Context: an optimization exercise on an open-source flow, tuned for small area, a short achievable clock period and few clock cycles per item. The choices shown serve that exercise and are no tape-out recipe. Function was checked by simulation only, so behaviour that the tests miss may differ from the original.

## mult32x32_fast
module mult32x32_fast (
    input logic clk,
    input logic reset,
    input logic start,
    input logic [31:0] a,
    input logic [31:0] b,
    output logic busy,
    output logic [63:0] product
);
Settings: LEC_CHECK=0, CAP_MARGIN=20, CORE_MARGIN=2, CORE_UTILIZATION=40, CTS_BUF_LIST=sky130_fd_sc_hd__clkbuf_4 sky130_fd_sc_hd__clkbuf_8, SETUP_SLACK_MARGIN=4.8, SLEW_MARGIN=20, SYNTH_HIERARCHICAL=1, SYNTH_MINIMUM_KEEP_SIZE=0, TNS_END_PERCENT=0; clock period 10.0 ns.
standard.sh (not shown) runs the stock make flow with config.mk's settings and CLKGATE_MAP_FILE= SYNTH_SCRIPT=/design/flow/synth_recipe.tcl, a recipe that flattens the netlist after the stock synthesis.
==> flow/flow/run.sh <==
#!/bin/bash
# Own layout flow: the standard synthesis and layout (standard.sh), with two changes:
#  - before floorplanning, every combinational cell of the synthesized netlist is set to
#    the smallest drive strength of its footprint (flow/resize.py); registers are untouched,
#    and the layout's repair steps size cells up again where needed;
#  - ports are buffered with buf_2 instead of the default port buffer.
# Each tool's output goes to a log file in this folder.
set -euo pipefail
R=orfs/results/sky130hd/mult32x32_fast/base
export BUFFER_PORTS_ARGS="-buffer_cell sky130_fd_sc_hd__buf_2"
export SKIP_INCREMENTAL_REPAIR=1
export SETUP_MOVE_SEQUENCE="sizeup,swap"
bash standard.sh synth > synth.log 2>&1
python3 flow/resize.py "$FLOW_HOME/platforms/sky130hd/lib/sky130_fd_sc_hd__tt_025C_1v80.lib" $R/1_2_yosys.v > resize.log 2>&1
touch $R/1_2_yosys.v
bash standard.sh > layout.log 2>&1
Other scripts of this flow, unchanged in this note and not shown: flow/flow/resize.py
The first run completed without violations.
Testbench counts at the start, summed over its fixed seeds: cycles 4,794, items 3,200.
Then changed:
--- a/flow/flow/run.sh
+++ b/flow/flow/run.sh
@@ -10,4 +10,3 @@
 export BUFFER_PORTS_ARGS="-buffer_cell sky130_fd_sc_hd__buf_2"
-export SKIP_INCREMENTAL_REPAIR=1
-export SETUP_MOVE_SEQUENCE="sizeup,swap"
+export RECOVER_POWER=100
 bash standard.sh synth > synth.log 2>&1
Outcome: Now the flow finished with capacitance limit, slew limit left; core utilization climbs by 2.9 points; clock-buffer cell count is unchanged; worst setup slack degrades by 1500 ps; critical path depth goes down by 6; final cell count is higher by 2.9%; global-route usage goes up by 0.27 points; cell area went up by 6.3%; synthesized cell count stays the same.
Then changed:
==> flow/flow/run.sh (replaced) <==
#!/bin/bash
# Own layout flow: the standard synthesis and layout (standard.sh), with these changes:
#  - before floorplanning, each combinational cell of the synthesized netlist gets the drive
#    strength its fanout calls for (flow/resize.py): the smallest variant of its footprint for
#    a small fanout, larger ones for large fanouts. Registers are untouched; the layout's repair
#    steps size cells again where slew, capacitance or timing need it;
#  - ports are buffered with buf_2 instead of the default port buffer;
#  - timing repair only sizes cells up and swaps pins (no buffering or cloning), and the
#    repair after global routing is skipped (the repair after clock tree synthesis remains).
# Each tool's output goes to a log file in this folder.
set -euo pipefail
R=orfs/results/sky130hd/mult32x32_fast/base
export BUFFER_PORTS_ARGS="-buffer_cell sky130_fd_sc_hd__buf_2"
export SKIP_INCREMENTAL_REPAIR=1
export SETUP_MOVE_SEQUENCE="sizeup,swap"
bash standard.sh synth > synth.log 2>&1
python3 flow/resize.py "$FLOW_HOME/platforms/sky130hd/lib/sky130_fd_sc_hd__tt_025C_1v80.lib" $R/1_2_yosys.v > resize.log 2>&1
touch $R/1_2_yosys.v
bash standard.sh > layout.log 2>&1
--- a/flow/config.mk
+++ b/flow/config.mk
@@ -15,2 +15,2 @@
 export SYNTH_MINIMUM_KEEP_SIZE = 0
-export TNS_END_PERCENT = 0
+export TNS_END_PERCENT = 10
=> The changed run completed with no timing, DRC or antenna violations. Wire length drops by 3.2%. Clock skew shrinks by 4.2 ps. Fmax is higher by 29%. Final area came out lower by 4.7%. Synthesized area does not change. Critical path depth goes up by 7. Global-route usage barely changes.

* * *

Another version of the RTL of mult32x32_fast (not shown whole).
Size in the first run: about 1800 cells after synthesis.
Settings: LEC_CHECK=0, CAP_MARGIN=20, CORE_MARGIN=2, CORE_UTILIZATION=40, SETUP_SLACK_MARGIN=3.5, SLEW_MARGIN=20, SYNTH_HIERARCHICAL=1, SYNTH_MINIMUM_KEEP_SIZE=0; clock period 10.0 ns.
==> flow/flow/run.sh <==
#!/bin/bash
# Own layout flow: the standard synthesis and layout (standard.sh), with two changes:
#  - before floorplanning, every combinational cell of the synthesized netlist is set to
#    the smallest drive strength of its footprint (flow/resize.py); registers are untouched,
#    and the layout's repair steps size cells up again where needed;
#  - ports are buffered with buf_2 instead of the default port buffer.
# Each tool's output goes to a log file in this folder.
set -euo pipefail
R=orfs/results/sky130hd/mult32x32_fast/base
export BUFFER_PORTS_ARGS="-buffer_cell sky130_fd_sc_hd__buf_2"
bash standard.sh synth > synth.log 2>&1
python3 flow/resize.py "$FLOW_HOME/platforms/sky130hd/lib/sky130_fd_sc_hd__tt_025C_1v80.lib" $R/1_2_yosys.v > resize.log 2>&1
touch $R/1_2_yosys.v
bash standard.sh > layout.log 2>&1
==> flow/flow/resize.py <==
#!/usr/bin/env python3
"""Set every combinational cell of the synthesized netlist to the smallest cell of its
footprint (the same function and pins, the lowest drive strength). Flip-flops, latches and
tie cells are left as synthesis made them. The layout's own repair steps size cells up
again where slew, capacitance or timing need it.
usage: resize.py LIBERTY NETLIST"""
import re, sys, collections
lib, path = sys.argv[1], sys.argv[2]
area, foot, seq = {}, {}, set()
cur = None
for line in open(lib):
    m = re.search(r'^\s*cell\s*\(\s*"?(sky130_fd_sc_hd__\w+)"?\s*\)', line)
    if m:
        cur = m.group(1); continue
    if cur is None:
        continue
    m = re.search(r'^\s*area\s*:\s*([\d.]+)', line)
    if m: area[cur] = float(m.group(1))
    m = re.search(r'cell_footprint\s*:\s*"([^"]+)"', line)
    if m: foot[cur] = m.group(1)
    if re.search(r'^\s*(ff|latch|statetable)\s*\(', line): seq.add(cur)
best = {}
for c, f in foot.items():
    if c in seq or "lpflow" in c or "probe" in c or c not in area:
        continue
    if f not in best or area[c] < area[best[f]]:
        best[f] = c
text = open(path).read()
used = collections.Counter(re.findall(r'^\s*(sky130_fd_sc_hd__\w+)\s', text, re.M))
for c, n in sorted(used.items()):
    if c in seq or c not in foot or "conb" in c:
        continue
    b = best.get(foot[c])
    if b and b != c and area[b] < area[c]:
        text = re.sub(r'(^\s*)%s(\s)' % c, r'\g<1>%s\g<2>' % b, text, flags=re.M)
        print(f"{c} -> {b}: {n}")
open(path, "w").write(text)
Testbench counts at the start, summed over its fixed seeds: cycles 4,794, items 3,200.
Rerun with:
SETUP_SLACK_MARGIN = default   (was 3.5)
What happened:
- hold slack loses 3.8 ps
- routed wire length went down by roughly a tenth
- fmax went down by about a fifth
- clock skew went down by 12 ps
- final area went down by about a fifth
Rerun with:
SETUP_SLACK_MARGIN = 2.5   (was default)
TNS_END_PERCENT = 0   (was default)
Result: Routed wire length rose by 2.5%. Worst hold slack degrades by 5.0 ps.
Rerun with:
SETUP_SLACK_MARGIN = 2   (was 2.5)
TNS_END_PERCENT = default   (was 0)
Global-route usage goes down by 0.66 points.
Via count is about the same.
Final area goes down by 3.3%.
Worst hold slack gains 5.0 ps.
Clock-buffer cell count is unchanged.
Final cell count goes down by 0.70%.
Worst setup slack loses 450 ps.
Die area does not change.
Non-clock buffer count goes down by 17.
Utilization goes down by 1.6 points.
Rerun with:
--- a/flow/flow/run.sh
+++ b/flow/flow/run.sh
@@ -10,0 +11 @@
+export SETUP_MOVE_SEQUENCE="sizeup,swap"
SETUP_SLACK_MARGIN = 3.5   (was 2)
TNS_END_PERCENT = 0   (was default)
What happened: Routed wire length grows by a few percent. Non-clock buffer count grows by 8. Global-route usage grows by 0.95 points. Synthesized cell count does not change. Design area grows by about a fifth. Setup slack gets better by 960 ps. Utilization grows by 7.1 points. Via count grows slightly. Synthesized area is unchanged.

==> afterwards: timing with drivers on the ports <==
Ports are ideal in the flow. The routed layouts listed here were re-timed in OpenROAD. Step 1: set_driving_cell puts a clkbuf_16 on clk and a buf_2 on each other input, an assumption about the parent block. Step 2 moves the port delays by t, midway between the first and last clock arrival at a register: inputs arrive t later, outputs are due t later. That takes back most of the time a late clock gives input paths. Three values: no drivers, after step 1, after step 2; two values: the first two.
| run | shift t [ns] | slack for setup (ns) | worst setup path after step 2 | worst register clock-pin slew, ns |
|---|---|---|---|---|
| the first run of note 1 | 0.494 | 4.507 / 4.529 / 4.035 | input to register | 0.10 / 0.10 |
| the second run of note 1 | 0.504 | 3.021 / 2.973 / 3.056 | input to register | 0.11 / 0.11 |
| the third run of note 1 | 0.481 | 4.600 / 4.581 / 4.113 | input to register | 0.09 / 0.09 |
| the first run of note 2 | 0.404 | 3.140 / 3.047 / 2.643 | input to register | 0.08 / 0.08 |
| the second run of note 2 | 0.399 | 2.016 / 2.051 / 1.652 | input to register | 0.07 / 0.07 |
| the third run of note 2 | 0.404 | 2.659 / 2.693 / 2.289 | input to register | 0.08 / 0.08 |
| the fourth run of note 2 | 0.400 | 2.211 / 2.243 / 1.844 | input to register | 0.07 / 0.07 |
| the fifth run of note 2 | 0.382 | 3.172 / 3.152 / 2.771 | input to register | 0.07 / 0.07 |
For the first run of note 2, which loses most, drivers alone change the setup slack by -0.093 ns; drivers and shift together by -0.497 ns.
